This is an optimization exercise on Yosys and OpenROAD, whose aim is small area and a short achievable clock period, not a production implementation.
No functional check of the RTL was part of any run shown here.
Power figures rest on the tool's default switching activity, not on a simulated workload.

<file path="flow/config.mk">
export PLATFORM = sky130hd
export DESIGN_NAME = tensor_unit_64bit
export DESIGN_NICKNAME = tensor_unit_64bit
export VERILOG_FILES = /design/flow/design.v
export SDC_FILE = /design/flow/constraint.sdc
export NUM_CORES = 4
export LEC_CHECK = 0
export CAP_MARGIN = 20
export CORE_MARGIN = 2
export CORE_UTILIZATION = 40
export SLEW_MARGIN = 20
</file>
<file path="flow/constraint.sdc">
create_clock -name core_clock -period 7.0 [get_ports {clk}]
set_input_delay 1.4000 -clock core_clock [delete_from_list [all_inputs] [get_ports {clk}]]
set_output_delay 1.4000 -clock core_clock [all_outputs]
set_load 0.01 [all_outputs]
</file>
<file path="flow/design.v">
`timescale 1ns / 100ps
module bf16_mant_mul (
    input  wire [6:0]  ma,
    input  wire [6:0]  mb,
    output wire [15:0] p
);
  wire m_1 = (ma[0] & mb[6]) ^ (ma[1] & mb[5]);
  wire m_2 = (ma[0] & mb[6]) & (ma[1] & mb[5]);
  wire m_3 = (ma[1] & mb[6]) ^ (ma[2] & mb[5]);
  wire m_4 = m_3 ^ (ma[3] & mb[4]);
  wire m_5 = ((ma[1] & mb[6]) & (ma[2] & mb[5])) | (m_3 & (ma[3] & mb[4]));
  wire m_6 = (ma[4] & mb[3]) ^ (ma[5] & mb[2]);
  wire m_7 = (ma[4] & mb[3]) & (ma[5] & mb[2]);
  wire m_8 = (ma[2] & mb[6]) ^ (ma[3] & mb[5]);
  wire m_9 = m_8 ^ (ma[4] & mb[4]);
  wire m_10 = ((ma[2] & mb[6]) & (ma[3] & mb[5])) | (m_8 & (ma[4] & mb[4]));
  wire m_11 = (ma[5] & mb[3]) ^ (ma[6] & mb[2]);
  wire m_12 = (ma[5] & mb[3]) & (ma[6] & mb[2]);
  wire m_13 = (ma[3] & mb[6]) ^ (ma[4] & mb[5]);
  wire m_14 = m_13 ^ (ma[5] & mb[4]);
  wire m_15 = ((ma[3] & mb[6]) & (ma[4] & mb[5])) | (m_13 & (ma[5] & mb[4]));
  wire m_16 = (ma[0] & mb[4]) ^ (ma[1] & mb[3]);
  wire m_17 = (ma[0] & mb[4]) & (ma[1] & mb[3]);
  wire m_18 = (ma[0] & mb[5]) ^ (ma[1] & mb[4]);
  wire m_19 = m_18 ^ (ma[2] & mb[3]);
  wire m_20 = ((ma[0] & mb[5]) & (ma[1] & mb[4])) | (m_18 & (ma[2] & mb[3]));
  wire m_21 = (ma[3] & mb[2]) ^ (ma[4] & mb[1]);
  wire m_22 = (ma[3] & mb[2]) & (ma[4] & mb[1]);
  wire m_23 = (ma[2] & mb[4]) ^ (ma[3] & mb[3]);
  wire m_24 = m_23 ^ (ma[4] & mb[2]);
  wire m_25 = ((ma[2] & mb[4]) & (ma[3] & mb[3])) | (m_23 & (ma[4] & mb[2]));
  wire m_26 = (ma[5] & mb[1]) ^ (ma[6] & mb[0]);
  wire m_27 = m_26 ^ m_1;
  wire m_28 = ((ma[5] & mb[1]) & (ma[6] & mb[0])) | (m_26 & m_1);
  wire m_29 = (ma[6] & mb[1]) ^ ma[0];
  wire m_30 = m_29 ^ mb[0];
  wire m_31 = ((ma[6] & mb[1]) & ma[0]) | (m_29 & mb[0]);
  wire m_32 = m_2 ^ m_4;
  wire m_33 = m_32 ^ m_6;
  wire m_34 = (m_2 & m_4) | (m_32 & m_6);
  wire m_35 = ma[1] ^ mb[1];
  wire m_36 = m_35 ^ m_5;
  wire m_37 = (ma[1] & mb[1]) | (m_35 & m_5);
  wire m_38 = m_7 ^ m_9;
  wire m_39 = m_38 ^ m_11;
  wire m_40 = (m_7 & m_9) | (m_38 & m_11);
  wire m_41 = (ma[6] & mb[3]) ^ ma[2];
  wire m_42 = m_41 ^ mb[2];
  wire m_43 = ((ma[6] & mb[3]) & ma[2]) | (m_41 & mb[2]);
  wire m_44 = m_10 ^ m_12;
  wire m_45 = m_44 ^ m_14;
  wire m_46 = (m_10 & m_12) | (m_44 & m_14);
  wire m_47 = (ma[4] & mb[6]) ^ (ma[5] & mb[5]);
  wire m_48 = m_47 ^ (ma[6] & mb[4]);
  wire m_49 = ((ma[4] & mb[6]) & (ma[5] & mb[5])) | (m_47 & (ma[6] & mb[4]));
  wire m_50 = ma[3] ^ mb[3];
  wire m_51 = m_50 ^ m_15;
  wire m_52 = (ma[3] & mb[3]) | (m_50 & m_15);
  wire m_53 = (ma[5] & mb[6]) ^ (ma[6] & mb[5]);
  wire m_54 = m_53 ^ ma[4];
  wire m_55 = ((ma[5] & mb[6]) & (ma[6] & mb[5])) | (m_53 & ma[4]);
  wire m_56 = (ma[0] & mb[3]) ^ (ma[1] & mb[2]);
  wire m_57 = (ma[0] & mb[3]) & (ma[1] & mb[2]);
  wire m_58 = (ma[2] & mb[2]) ^ (ma[3] & mb[1]);
  wire m_59 = m_58 ^ (ma[4] & mb[0]);
  wire m_60 = ((ma[2] & mb[2]) & (ma[3] & mb[1])) | (m_58 & (ma[4] & mb[0]));
  wire m_61 = (ma[5] & mb[0]) ^ m_17;
  wire m_62 = m_61 ^ m_19;
  wire m_63 = ((ma[5] & mb[0]) & m_17) | (m_61 & m_19);
  wire m_64 = m_20 ^ m_22;
  wire m_65 = m_64 ^ m_24;
  wire m_66 = (m_20 & m_22) | (m_64 & m_24);
  wire m_67 = m_25 ^ m_28;
  wire m_68 = m_67 ^ m_30;
  wire m_69 = (m_25 & m_28) | (m_67 & m_30);
  wire m_70 = m_31 ^ m_34;
  wire m_71 = m_70 ^ m_36;
  wire m_72 = (m_31 & m_34) | (m_70 & m_36);
  wire m_73 = m_37 ^ m_40;
  wire m_74 = m_73 ^ m_42;
  wire m_75 = (m_37 & m_40) | (m_73 & m_42);
  wire m_76 = m_43 ^ m_46;
  wire m_77 = m_76 ^ m_48;
  wire m_78 = (m_43 & m_46) | (m_76 & m_48);
  wire m_79 = mb[4] ^ m_49;
  wire m_80 = m_79 ^ m_52;
  wire m_81 = (mb[4] & m_49) | (m_79 & m_52);
  wire m_82 = (ma[6] & mb[6]) ^ ma[5];
  wire m_83 = m_82 ^ mb[5];
  wire m_84 = ((ma[6] & mb[6]) & ma[5]) | (m_82 & mb[5]);
  wire m_85 = (ma[0] & mb[2]) ^ (ma[1] & mb[1]);
  wire m_86 = (ma[0] & mb[2]) & (ma[1] & mb[1]);
  wire m_87 = (ma[2] & mb[1]) ^ (ma[3] & mb[0]);
  wire m_88 = m_87 ^ m_56;
  wire m_89 = ((ma[2] & mb[1]) & (ma[3] & mb[0])) | (m_87 & m_56);
  wire m_90 = m_16 ^ m_57;
  wire m_91 = m_90 ^ m_59;
  wire m_92 = (m_16 & m_57) | (m_90 & m_59);
  wire m_93 = m_21 ^ m_60;
  wire m_94 = m_93 ^ m_62;
  wire m_95 = (m_21 & m_60) | (m_93 & m_62);
  wire m_96 = m_27 ^ m_63;
  wire m_97 = m_96 ^ m_65;
  wire m_98 = (m_27 & m_63) | (m_96 & m_65);
  wire m_99 = m_33 ^ m_66;
  wire m_100 = m_99 ^ m_68;
  wire m_101 = (m_33 & m_66) | (m_99 & m_68);
  wire m_102 = m_39 ^ m_69;
  wire m_103 = m_102 ^ m_71;
  wire m_104 = (m_39 & m_69) | (m_102 & m_71);
  wire m_105 = m_45 ^ m_72;
  wire m_106 = m_105 ^ m_74;
  wire m_107 = (m_45 & m_72) | (m_105 & m_74);
  wire m_108 = m_51 ^ m_75;
  wire m_109 = m_108 ^ m_77;
  wire m_110 = (m_51 & m_75) | (m_108 & m_77);
  wire m_111 = m_54 ^ m_78;
  wire m_112 = m_111 ^ m_80;
  wire m_113 = (m_54 & m_78) | (m_111 & m_80);
  wire m_114 = m_55 ^ m_81;
  wire m_115 = m_114 ^ m_83;
  wire m_116 = (m_55 & m_81) | (m_114 & m_83);
  wire m_117 = ma[6] ^ mb[6];
  wire m_118 = m_117 ^ m_84;
  wire m_119 = (ma[6] & mb[6]) | (m_117 & m_84);
  wire m_120 = (ma[0] & mb[1]) ^ (ma[1] & mb[0]);
  wire m_121 = (ma[0] & mb[1]) & (ma[1] & mb[0]);
  wire m_122 = (ma[2] & mb[0]) ^ m_85;
  wire m_123 = (ma[2] & mb[0]) & m_85;
  wire m_124 = m_86 ^ m_88;
  wire m_125 = m_86 & m_88;
  wire m_126 = m_89 ^ m_91;
  wire m_127 = m_89 & m_91;
  wire m_128 = m_92 ^ m_94;
  wire m_129 = m_92 & m_94;
  wire m_130 = m_95 ^ m_97;
  wire m_131 = m_95 & m_97;
  wire m_132 = m_98 ^ m_100;
  wire m_133 = m_98 & m_100;
  wire m_134 = m_101 ^ m_103;
  wire m_135 = m_101 & m_103;
  wire m_136 = m_104 ^ m_106;
  wire m_137 = m_104 & m_106;
  wire m_138 = m_107 ^ m_109;
  wire m_139 = m_107 & m_109;
  wire m_140 = m_110 ^ m_112;
  wire m_141 = m_110 & m_112;
  wire m_142 = m_113 ^ m_115;
  wire m_143 = m_113 & m_115;
  wire m_144 = m_116 ^ m_118;
  wire m_145 = m_116 & m_118;
  wire m_146 = 1'b1 ^ m_119;
  wire m_147 = 1'b1 & m_119;
  wire m_148 = m_121 | (m_120 & 1'b0);
  wire m_149 = m_120 & (ma[0] & mb[0]);
  wire m_150 = m_125 | (m_124 & m_123);
  wire m_151 = m_124 & m_122;
  wire m_152 = m_129 | (m_128 & m_127);
  wire m_153 = m_128 & m_126;
  wire m_154 = m_133 | (m_132 & m_131);
  wire m_155 = m_132 & m_130;
  wire m_156 = m_137 | (m_136 & m_135);
  wire m_157 = m_136 & m_134;
  wire m_158 = m_141 | (m_140 & m_139);
  wire m_159 = m_140 & m_138;
  wire m_160 = m_145 | (m_144 & m_143);
  wire m_161 = m_144 & m_142;
  wire m_162 = 1'b0 | (1'b0 & m_147);
  wire m_163 = 1'b0 & m_146;
  wire m_164 = m_123 | (m_122 & m_148);
  wire m_165 = m_122 & m_149;
  wire m_166 = m_150 | (m_151 & m_148);
  wire m_167 = m_151 & m_149;
  wire m_168 = m_131 | (m_130 & m_152);
  wire m_169 = m_130 & m_153;
  wire m_170 = m_154 | (m_155 & m_152);
  wire m_171 = m_155 & m_153;
  wire m_172 = m_139 | (m_138 & m_156);
  wire m_173 = m_138 & m_157;
  wire m_174 = m_158 | (m_159 & m_156);
  wire m_175 = m_159 & m_157;
  wire m_176 = m_147 | (m_146 & m_160);
  wire m_177 = m_146 & m_161;
  wire m_178 = m_162 | (m_163 & m_160);
  wire m_179 = m_163 & m_161;
  wire m_180 = m_127 | (m_126 & m_166);
  wire m_181 = m_126 & m_167;
  wire m_182 = m_152 | (m_153 & m_166);
  wire m_183 = m_153 & m_167;
  wire m_184 = m_168 | (m_169 & m_166);
  wire m_185 = m_169 & m_167;
  wire m_186 = m_170 | (m_171 & m_166);
  wire m_187 = m_171 & m_167;
  wire m_188 = m_143 | (m_142 & m_174);
  wire m_189 = m_142 & m_175;
  wire m_190 = m_160 | (m_161 & m_174);
  wire m_191 = m_161 & m_175;
  wire m_192 = m_176 | (m_177 & m_174);
  wire m_193 = m_177 & m_175;
  wire m_194 = m_178 | (m_179 & m_174);
  wire m_195 = m_179 & m_175;
  wire m_196 = m_135 | (m_134 & m_186);
  wire m_197 = m_134 & m_187;
  wire m_198 = m_156 | (m_157 & m_186);
  wire m_199 = m_157 & m_187;
  wire m_200 = m_172 | (m_173 & m_186);
  wire m_201 = m_173 & m_187;
  wire m_202 = m_174 | (m_175 & m_186);
  wire m_203 = m_175 & m_187;
  wire m_204 = m_188 | (m_189 & m_186);
  wire m_205 = m_189 & m_187;
  wire m_206 = m_190 | (m_191 & m_186);
  wire m_207 = m_191 & m_187;
  wire m_208 = m_192 | (m_193 & m_186);
  wire m_209 = m_193 & m_187;
  wire m_210 = m_194 | (m_195 & m_186);
  wire m_211 = m_195 & m_187;
  wire m_212 = m_120 ^ 1'b0;
  wire m_213 = m_122 ^ m_148;
  wire m_214 = m_124 ^ m_164;
  wire m_215 = m_126 ^ m_166;
  wire m_216 = m_128 ^ m_180;
  wire m_217 = m_130 ^ m_182;
  wire m_218 = m_132 ^ m_184;
  wire m_219 = m_134 ^ m_186;
  wire m_220 = m_136 ^ m_196;
  wire m_221 = m_138 ^ m_198;
  wire m_222 = m_140 ^ m_200;
  wire m_223 = m_142 ^ m_202;
  wire m_224 = m_144 ^ m_204;
  wire m_225 = m_146 ^ m_206;
  wire m_226 = 1'b0 ^ m_208;
  assign p = {m_226,m_225,m_224,m_223,m_222,m_221,m_220,m_219,m_218,m_217,m_216,m_215,m_214,m_213,m_212,(ma[0] & mb[0])};
endmodule
module bf16_mac_lane (
    input  wire        clk,
    input  wire [15:0] a,
    input  wire [15:0] b,
    input  wire [15:0] c,
    input  wire        relu2,     
    output wire [15:0] d
);
    wire [8:0] ep0  = {1'b0, a[14:7]} + {1'b0, b[14:7]} + 9'h181;    
    wire [8:0] ec0  = {1'b0, c[14:7]};
    wire [9:0] dpc  = {1'b0, ep0} - {1'b0, ec0};
    wire       gt0  = ~dpc[9] & (dpc[8:0] != 9'd0);
    wire [8:0] dcp  = ec0 - ep0;
    wire [8:0] dd   = gt0 ? dpc[8:0] : dcp;
    wire [4:0] sh0  = (dd[8:4] != 5'd0) ? 5'd16 : {1'b0, dd[3:0]};
    reg  [6:0] r0_ma, r0_mb, r0_mc;
    reg  [4:0] r0_sh;
    reg        r0_gt;
    reg  [7:0] r0_e;
    reg        r0_sp, r0_sc;
    always @(posedge clk) begin
        r0_ma <= a[6:0];
        r0_mb <= b[6:0];
        r0_mc <= c[6:0];
        r0_sh <= sh0;
        r0_gt <= gt0;
        r0_e  <= gt0 ? ep0[7:0] : c[14:7];
        r0_sp <= a[15] ^ b[15];
        r0_sc <= c[15];
    end
    wire [15:0] prod;
    bf16_mant_mul u_mul (.ma(r0_ma), .mb(r0_mb), .p(prod));
    reg [15:0] r1_p;
    reg  [6:0] r1_mc;
    reg  [4:0] r1_sh;
    reg        r1_gt;
    reg  [7:0] r1_e;
    reg        r1_sp, r1_sc;
    always @(posedge clk) begin
        r1_p  <= prod;
        r1_mc <= r0_mc;
        r1_sh <= r0_sh;
        r1_gt <= r0_gt;
        r1_e  <= r0_e;
        r1_sp <= r0_sp;
        r1_sc <= r0_sc;
    end
    wire [15:0] cm  = {1'b1, r1_mc, 8'b0};
    wire [15:0] x   = r1_gt ? r1_p : (r1_p >> r1_sh);
    wire [15:0] y   = r1_gt ? (cm >> r1_sh) : cm;
    wire        sub = r1_sp ^ r1_sc;
    wire [16:0] dxy = {1'b0, x} - {1'b0, y};
    wire [16:0] dyx = {1'b0, y} - {1'b0, x};
    wire        neg = dxy[16];
    wire [16:0] sum = sub ? (neg ? dyx : dxy) : ({1'b0, x} + {1'b0, y});
    reg [16:0] r2_s;
    reg  [7:0] r2_e;
    reg        r2_sg;
    always @(posedge clk) begin
        r2_s  <= sum;
        r2_e  <= r1_e;
        r2_sg <= (sub & neg) ? r1_sc : r1_sp;
    end
    reg [4:0] lz;
    integer i;
    always @(*) begin
        lz = 5'd16;
        for (i = 0; i < 17; i = i + 1)
            if (r2_s[i]) lz = 16 - i;
    end
    wire [16:0] nm   = r2_s << lz;
    wire  [7:0] ne   = r2_e - {3'b0, lz};
    wire        zero = (r2_s == 17'd0) | (relu2 & r2_sg);
    assign d = zero ? 16'd0 : {r2_sg, ne, nm[15:9]};
endmodule
module tensor_unit_64bit (
    input  wire        clk,
    input  wire        rst_n,
    input  wire        en,
    input  wire [63:0] vector_a,
    input  wire [63:0] vector_b,
    input  wire [63:0] vector_c,
    input  wire        do_relu,
    output wire [63:0] vector_out,
    output wire        valid_out
);
    reg v0, v1, v2;
    always @(posedge clk or negedge rst_n) begin
        if (!rst_n) begin
            v0 <= 1'b0;
            v1 <= 1'b0;
            v2 <= 1'b0;
        end else begin
            v0 <= en;
            v1 <= v0;
            v2 <= v1;
        end
    end
    assign valid_out = v2;
    reg relu0, relu1, relu2;
    always @(posedge clk) begin
        relu0 <= do_relu;
        relu1 <= relu0;
        relu2 <= relu1;
    end
    genvar g;
    generate
        for (g = 0; g < 4; g = g + 1) begin : lane
            bf16_mac_lane u (
                .clk(clk), .relu2(relu2),
                .a(vector_a[16*g +: 16]), .b(vector_b[16*g +: 16]), .c(vector_c[16*g +: 16]),
                .d(vector_out[16*g +: 16])
            );
        end
    endgenerate
endmodule
</file>
<file path="flow/run.sh">
#!/bin/bash
# synth_recipe.tcl (not shown) runs the flow's synth.tcl, then flattens the netlist and writes it again
# the make line also repeats each setting of config.mk as NAME=value (left out here)
make -C /OpenROAD-flow-scripts/flow DESIGN_CONFIG=/design/flow/config.mk WORK_HOME=/design/flow/orfs CLKGATE_MAP_FILE= SYNTH_SCRIPT=/design/flow/synth_recipe.tcl finish
</file>
==> results of run 1 <==
==> registers in the layout, indices dropped and copies added, names as in the netlist, 4 cells and up <==
| register | flops |
|---|---|
| lane.u.r0_sc | 4 |
| lane.u.r0_e | 32 |
| lane.u.r0_sp | 4 |
| lane.u.r1_sp | 4 |
| lane.u.r0_sh | 20 |
| lane.u.r2_s | 68 |
| lane.u.r1_e | 32 |
| lane.u.r2_e | 32 |
| lane.u.r0_gt | 4 |
| lane.u.r0_ma | 28 |
| lane.u.r1_mc | 28 |
| lane.u.r0_mb | 28 |
| lane.u.r0_mc | 28 |
| lane.u.r1_sh | 20 |
| lane.u.r2_sg | 4 |
| lane.u.r1_gt | 4 |
| lane.u.r1_p | 64 |
| lane.u.r1_sc | 4 |
==> worst register-to-register path, cell delays in order (launching register included) <==
cell and delay, ns:
dfxtp_1 0.31, buf_4 0.28, clkinv_1 0.52, mux4_2 0.62, nor2_1 0.10, a21oi_1 0.04
o31ai_1 0.40, inv_1 0.09, ha_1 0.25, fa_1 0.47, o21ba_1 0.21, nor4_1 0.34
o211ai_1 0.26, a31oi_4 0.51, mux2_2 0.41, o41ai_1 0.30, o21ai_0 0.15, a21oi_1 0.18
xnor2_1 0.13
==> final timing paths <==
path | depth (start not counted) | slack (ns) | from | end
min in group asynchronous | 1 | 0.96 | rst_n | v1
max reg2reg | 18 | 1.36 | lane[2].u.r1_sh[0] | lane[2].u.r2_s[14]
min | 0 | 0.32 | lane[1].u.r0_mc[5] | lane[1].u.r1_mc[5]
max | 16 | 0.82 | lane[1].u.r2_s[2] | vector_out[30]
min reg2reg | 0 | 0.32 | lane[1].u.r0_mc[5] | lane[1].u.r1_mc[5]
max in group asynchronous | 1 | 5.89 | rst_n | v0
==> stage by stage <==
step / area, sq um / hold slack, ns / setup WS, ns / cells / power [mW]
after floorplan: 38640 / 0.3096 / 1.945 / 4729 / 13.91
after global placement: 42340 / 0.3096 / 1.249 / 6119 / 17.47
after detailed placement: 42340 / 0.3121 / 1.153 / 6119 / 17.52
after CTS: 44030 / 0.3249 / 0.6877 / 6210 / 20.33
after global routing: 44050 / 0.3289 / 0.3825 / 6210 / 22.13
final: 44050 / 0.3226 / 0.8161 / 6211 / 20.30
==> kinds of logic (layout without fill, tap and decap cells) <==
family	count (synthesis)	after routing	share of synthesized area
AO/OA/AOI/OAI	1137	1137	0.1925
AND/OR/NAND/NOR	1334	1334	0.1673
flip-flops	414	414	0.2149
multiplexers	251	251	0.07075
other	0	1	0
XOR/XNOR	171	171	0.04019
buffers and inverters	810	1015	0.08115
adder cells (fa/ha/maj)	612	612	0.2331
==> routing by layer <==
layer  routed length (um)  GRT usage
met5                  102          0
met1                46330     0.2687
met4                 1962    0.04805
met3                 5879    0.03190
met2                44710     0.3230
==> power by group through the flow <==
stage	logic [mW]	clock network [mW]	registers [mW]
after floorplan	10.3	0	3.60
after global placement	13.5	0	3.96
after detailed placement	13.6	0	3.96
after CTS	13.6	2.77	3.92
after global routing	15.2	2.86	4.04
final	13.7	2.67	3.92
==> area by class of cell <==
cell class / instances / area, sq um
Antenna cell: 1 / 2.502
Clock buffer: 60 / 1350
Clock inverter: 31 / 349.1
Fill cell: 9550 / 52230
Inverter: 633 / 2376
Multi-Input combinational cell: 3505 / 27240
Sequential cell: 414 / 8305
Tap cell: 1276 / 1597
Timing Repair Buffer: 291 / 2835
==> synthesized netlist by cell type (32+ instances only) <==
| master | n | area (sq um) |
|---|---|---|
| fa_1 | 180 | 3603 |
| and2_1 | 170 | 1064 |
| a31oi_1 | 32 | 200.2 |
| a211oi_1 | 55 | 412.9 |
| xor2_1 | 47 | 411.6 |
| nand2_1 | 326 | 1224 |
| a21o_1 | 76 | 570.6 |
| a21oi_1 | 315 | 1577 |
| o21bai_1 | 44 | 330.3 |
| dfxtp_1 | 411 | 8228 |
| nor2_1 | 384 | 1441 |
| mux2i_1 | 191 | 1912 |
| nand2b_1 | 49 | 306.5 |
| a22o_1 | 42 | 367.9 |
| o31ai_1 | 34 | 255.2 |
| nor2b_1 | 73 | 456.7 |
| o21a_1 | 42 | 315.3 |
| mux2_2 | 46 | 518.0 |
| inv_1 | 622 | 2335 |
| buf_2 | 34 | 170.2 |
| xnor2_1 | 120 | 1051 |
| nor3_1 | 104 | 520.5 |
| clkbuf_1 | 121 | 454.2 |
| o21ai_0 | 239 | 1196 |
| nand3_1 | 81 | 405.4 |
| ha_1 | 432 | 5405 |
==> summary.txt, run 1 <==
Floorplan
  – Die area: approximately 99000 sq um
  – Die H: ~310 um
  – Row Count: about 110
  – Placeable Area: between 90000 and 100000 sq um
  – Initial core utilization: 0.4013
  – Die Width: roughly 310 um
  – I/O pin cnt: 261

Clock tree
  – Clock sink total: between 400 and 500
  – # H-tree levels: 2
  – Post-CTS Setup Inserts: 0
  – CTS resizes: 0
  – CTS tree: built
  – Clock Latency Late Sink: about 0.63 ns
  – TritonCTS Buffers: 50
  – Post-CTS Hold Fix Bufs: 0
  – Max clock buf depth: 3
  – Clock-pin slew on the worst setup and hold paths: roughly 0.06 ns
  – Clock root buffer: clkbuf_16

Worst setup path
  – Crit-path cells: nor2_1, o31ai_1, a211oi_1, or3_1, a211oi_2, inv_2, ha_1, nor2b_1, o21ai_0, nand2b_1, a21o_1, a21o_1, nor3_1, xnor2_1, nor2_1, clkdlybuf4s50_1
  – Crit-path max FO: 17
  – CP endpoint kind: output port
  – Crit path buffers/inverters: 2
  – Worst Path Required: 5.60 ns
  – Slowest CP cell: clkdlybuf4s50_1
  – Critical path's top delay family: compound AO/OA/AOI/OAI gates
  – Crit path largest cell delay: ~0.6 ns
  – Critical Path AT: roughly 4.8 ns
  – WS Path Type: flop to output port
  – Startpoint class of the critical path: flop

STA
  – Max Fclk: about 160 MHz
  – Minimum clock period: 6.184 ns
  – Final setup viols: 0
  – Final Hold Vio Count: 0
  – RSZ-0062 raised after global routing: no
  – Clock skew: ~0.028 ns
  – Worst Tran Pin Value: 1.063 ns
  – Pins Over Slew Limit: 0
  – Setup TNS: 0 ns
  – Max-slew headroom: 0.2903
  – Fin crit share: 0.8834

Synth
  – Seq cells post-synth: 414
  – EDFF count, synth: 0
  – Distinct cell type count after synthesis: ~110
  – Syn Nets: 5537
  – Sequential share of the synthesized area: 0.2149
  – Synth warn: 2
  – Most used DFF post-synth: dfxtp_1
  – Ys async rst share: 0.007246
  – Mapped Cells: approximately 4700
  – Mapped Avg Cell Area: between 8 and 9 sq um
  – Syn Std Cell Area: about 39000 sq um

Place
  – RePlAce Congestion: around 0.9
  – Dpl hpwl: around 80 mm
  – I/O Buffers: 260

Global route
  – First-pass GRT wire length: between 150 and 200 mm
  – GRT Util Overall: 0.1966
  – Largest net degree at the start of global routing: 37
  – Vias in the first global route: about 31000
  – Antenna violations before repair: 11
  – GR Overflow Total: 0

Run
  – Max_cap viols: 0

Detailed routing
  – Routed via count: ~33000
  – Number of routed nets with antenna violations: 0
  – Post-route DRC: 0
  – Via density: 5.276
  – 1st-iter DRT viols: 2054
  – DR WL/cell: between 15 and 20 um
  – WL final: just under 100 mm
  – Drt first pass iters: 6

Pwr
  – Peak supply drop: approximately 0.25 mV
  – Psw: slightly below 10 mW
  – Power Dens Cells: about 460 nW/um^2
  – Clk pwr share: 0.131
  – Sw frac: 0.4752
  – Leak: roughly 20 nW
  – Flop pwr share: 0.193
  – Int Power: about 11 mW
  – Combinational Power Share: 0.675

Layout
  – Commonest non-fill, non-tap cell in the layout: inv_1
  – Nets: approximately 5700
  – Final Util: 0.4576
  – Most frequent cells in the layout: inv_1, ha_1, dfxtp_1, nor2_1, nand2_1
  – Syn-to-layout area delta: 14.01%
  – Fraction of layout cells with a size suffix above 1: 0.05047

Outcome
  – Status: finished clean

Worst hold path
  – Hold crit path type: flop to flop
==> run 2: changes to the inputs <==
--- a/flow/config.mk
+++ b/flow/config.mk
@@ -8,4 +8,5 @@
 export CAP_MARGIN = 20
 export CORE_MARGIN = 2
 export CORE_UTILIZATION = 40
+export SETUP_SLACK_MARGIN = 3.2
 export SLEW_MARGIN = 20
==> summary.txt, run 2 <==
Outcome
  – Status: finished clean

Pwr
  – Int Power: 15.75 mW (+48%)
  – Flop pwr share: 0.143 (-0.050)
  – Psw: 13.52 mW (+40%)
  – Leak: 23.97 nW (+20%)
  – Power Dens Cells: 523.6 nW/um^2 (+14%)
  – Sw frac: 0.4619 (-0.01331)
  – Peak supply drop: 0.2448 mV (-2.2%)
  – Clk pwr share: 0.092 (-0.039)
  – Combinational Power Share: 0.765 (+0.090)

Global route
  – GR Overflow Total: 0 (unchanged)
  – Antenna violations before repair: 2 (-9)
  – Vias in the first global route: 35297 (+12%)
  – Largest net degree at the start of global routing: 37 (unchanged)
  – First-pass GRT wire length: 182.9 mm (+13%)
  – GRT Util Overall: 0.2242 (+0.02755)

Worst setup path
  – Crit-path max FO: 2 (-15)
  – CP endpoint kind: output port
  – Critical Path AT: 3.51 ns (-1.27 ns)
  – Worst Path Required: 5.60 ns (about the same)
  – WS Path Type: flop to output port
  – Startpoint class of the critical path: flop

Layout
  – Most flops, register: lane.u.r2_s
  – Nets: 6244 (+9.5%)
  – Fraction of layout cells with a size suffix above 1: 0.3472 (+0.2967)
  – Syn-to-layout area delta: 44.71%
  – Most frequent cells in the layout: inv_1, buf_4, nor2_1, dfxtp_1, nand2_1
  – Top Registers: lane.u.r2_s x68, lane.u.r1_p x64
  – Largest register FFs: 68 (unchanged)
  – Commonest non-fill, non-tap cell in the layout: inv_1

Synth
  – Area share of the largest cell type after synthesis: 0.2129 (unchanged)
  – Sequential share of the synthesized area: 0.2149 (unchanged)
  – EDFF count, synth: 0 (unchanged)
  – Synth top area cells: dfxtp_1, ha_1, fa_1, inv_1, mux2i_1
  – Cell taking the most area after synthesis: dfxtp_1
  – Distinct cell type count after synthesis: 105 (unchanged)
  – Most used DFF post-synth: dfxtp_1
  – Syn Std Cell Area: 38640 sq um (unchanged)
  – Syn Nets: 5537 (unchanged)
  – Mapped Avg Cell Area: 8.171 sq um (unchanged)
  – Synth cell count leaders: inv_1, ha_1, dfxtp_1, nor2_1, nand2_1
  – Seq cells post-synth: 414 (unchanged)
  – Top-count cell post-synth: inv_1
  – Ys async rst share: 0.007246 (unchanged)
  – Synth warn: 2 (unchanged)
  – Mapped Cells: 4729 (unchanged)

Detailed routing
  – Number of routed nets with antenna violations: 0 (unchanged)
  – DR WL/cell: 17.90 um (+12%)
  – Drt first pass iters: 6 (unchanged)
  – Via density: 5.408 (+2.5%)
  – Post-route DRC: 0 (unchanged)
  – Routed via count: 36522 (+11%)
  – WL final: 120.9 mm (+22%)
  – 1st-iter DRT viols: 2076 (+1.1%)

Clock tree
  – Post-CTS Hold Fix Bufs: 0 (unchanged)
  – Clock sink total: 414 (unchanged)
  – TritonCTS Buffers: 48 (-4.0%)
  – Clock-pin slew on the worst setup and hold paths: 0.06 ns (about the same)
  – Clock root buffer: clkbuf_16
  – Clock Latency Late Sink: 0.64 ns (about the same)
  – CTS tree: built
  – Max clock buf depth: 3 (unchanged)
  – # H-tree levels: 2 (unchanged)

Worst hold path
  – Hold crit path type: flop to flop

STA
  – Setup TNS: 0 ns (unchanged)
  – Max Fclk: 203.8 MHz (+26%)
  – Fin crit share: 0.7011 (-0.1823)
  – Worst Tran Pin Value: 0.9769 ns (-0.08624 ns)
  – Max-slew headroom: 0.3441 (+0.05378)
  – Minimum clock period: 4.907 ns (-1.276 ns)
  – RSZ-0062 raised after global routing: yes
  – Final setup viols: 0 (unchanged)
  – Pins Over Slew Limit: 0 (unchanged)
  – Final Hold Vio Count: 0 (unchanged)
  – Clock skew: 0.01803 ns (-0.009611 ns)
  – Final worst slack: 2.093 ns (+1.276 ns)

Floorplan
  – I/O pin cnt: 261 (unchanged)
  – Die H: 314.8 um (unchanged)
  – Placeable Area: 96280 sq um (unchanged)
  – Die Width: 314.8 um (unchanged)
  – Initial core utilization: 0.4013 (unchanged)
  – Die area: 99100 sq um (unchanged)
  – Row Count: 114 (unchanged)

Place
  – I/O Buffers: 260 (unchanged)
  – Dpl hpwl: 81.62 mm (+2.3%)
  – Pre-CTS WS: 1.106 ns (-0.04745 ns)
  – RePlAce Congestion: 0.9141 (-0.35%)

Run
  – Max_cap viols: 0 (unchanged)
==> run 2: final timing paths <==
path | from | to | slack (ns) | cells past startpoint
worst max-delay path | lane[1].u.r2_s[1] | vector_out[30] | 2.09 | 17
worst min-delay path | lane[3].u.r0_sh[1] | lane[3].u.r1_sh[1] | 0.32 | 0
worst max register to register | lane[2].u.r1_sh[1] | lane[2].u.r2_s[14] | 2.68 | 17
worst min register to register | lane[3].u.r0_sh[1] | lane[3].u.r1_sh[1] | 0.32 | 0
max in group asynchronous | rst_n | v2 | 5.91 | 1
min in group asynchronous | rst_n | v0 | 0.96 | 1
==> run 2: per-stage QoR <==
stage / hold WS [ns] / std cells / instance area, sq um / utilization / power (mW)
2_1_floorplan: 0.3095 / 4729 / 39930 / - / 14.59
3_3_place_gp: 0.3102 / 6116 / 43250 / 0.4492 / 18.03
3_5_place_dp: 0.3121 / 6116 / 43250 / 0.4492 / 18.13
4_1_cts: 0.3127 / 6571 / 51840 / 0.5384 / 25.59
5_1_grt: 0.3283 / 6751 / 55910 / 0.5807 / 31.05
6_report: 0.3188 / 6753 / 55910 / 0.5807 / 29.28
==> run 2: kinds of logic (layout without fill, tap and decap cells) <==
| logic type | after synthesis | in the layout | synth area share |
|---|---|---|---|
| adder cells (fa/ha/maj) | 612 | 612 | 0.2331 |
| flip-flops | 414 | 414 | 0.2149 |
| AND/OR/NAND/NOR | 1334 | 1337 | 0.1673 |
| multiplexers | 251 | 251 | 0.07075 |
| buffers and inverters | 810 | 1547 | 0.08115 |
| XOR/XNOR | 171 | 171 | 0.04019 |
| other | 0 | 2 | 0 |
| AO/OA/AOI/OAI | 1137 | 1143 | 0.1925 |
==> run 2: cell type report <==
type	count	area [sq um]
fillers	8235	40370
multi-input cells	3514	33920
flip-flops and latches	414	8552
repair buffers	825	7679
inverters	633	2479
well taps	1276	1597
clock buffers	61	1311
clock inverters	28	374.1
diodes	2	5.005
==> run 2: layer usage <==
layer  up-vias  GRT usage  part of all wire
li1      17582          -                 -
met1     17542     0.2765              0.41
met2      1092     0.3975              0.50
met3       304    0.02921             0.045
met4         2    0.08214             0.036
met5         -          0           0.00011
==> run 2: what timing repair did <==
item                                     CTS  global route
gates resized for setup                 1342           586
setup buffers                            350           176
pin swaps                                462           379
endpoints found under the setup margin   203           208
cloned                                    16             4
==> run 2: power by group through the flow <==
stage / combinational, mW / sequential, mW / clock (mW)
after floorplan: 11.0 / 3.63 / 0
after global placement: 14.0 / 4.04 / 0
after detailed placement: 14.1 / 4.05 / 0
after CTS: 18.7 / 4.08 / 2.81
after global routing: 23.9 / 4.26 / 2.88
final: 22.4 / 4.17 / 2.70
==> run 2: worst max-delay path, stage by stage, from the launching register on <==
cell and delay [ns]:
dfxtp_2 0.35, nor2_2 0.06, o31ai_4 0.20, a211oi_2 0.11, or3_4 0.36, a211oi_4 0.24, buf_6 0.16, inv_6 0.04
ha_4 0.19, nor2b_1 0.12, o21ai_1 0.12, nand2b_1 0.10, a21o_1 0.16, a21o_1 0.21, nor3_2 0.13, xnor2_1 0.13
nor2_1 0.06, buf_2 0.13

[re-timing with driven ports]
No port has a modelled driver above. Below, the same layouts with a new extraction and two added sets of constraints. Step 1, drivers: a clkbuf_16 drives clk and a buf_2 each remaining input, both assumed. Step 2 also shifts input and output timing later by t, the mid clock arrival at the registers, as if the neighbouring blocks saw the same clock. Three values: ideal, step 1, step 2; two values: the first two.
run | t (ns) | slack for setup (ns) | worst hold slack (ns)
run 1 | 0.684 | 0.816 / 0.750 / 1.163 | 0.323 / 0.323 / 0.323
run 2 | 0.688 | 2.093 / 2.035 / 2.057 | 0.319 / 0.319 / 0.319
After both steps setup and hold are still met in every run listed. The setup slack of run 2, which loses most, moves by -0.058 ns with the drivers and by -0.036 ns with both steps.
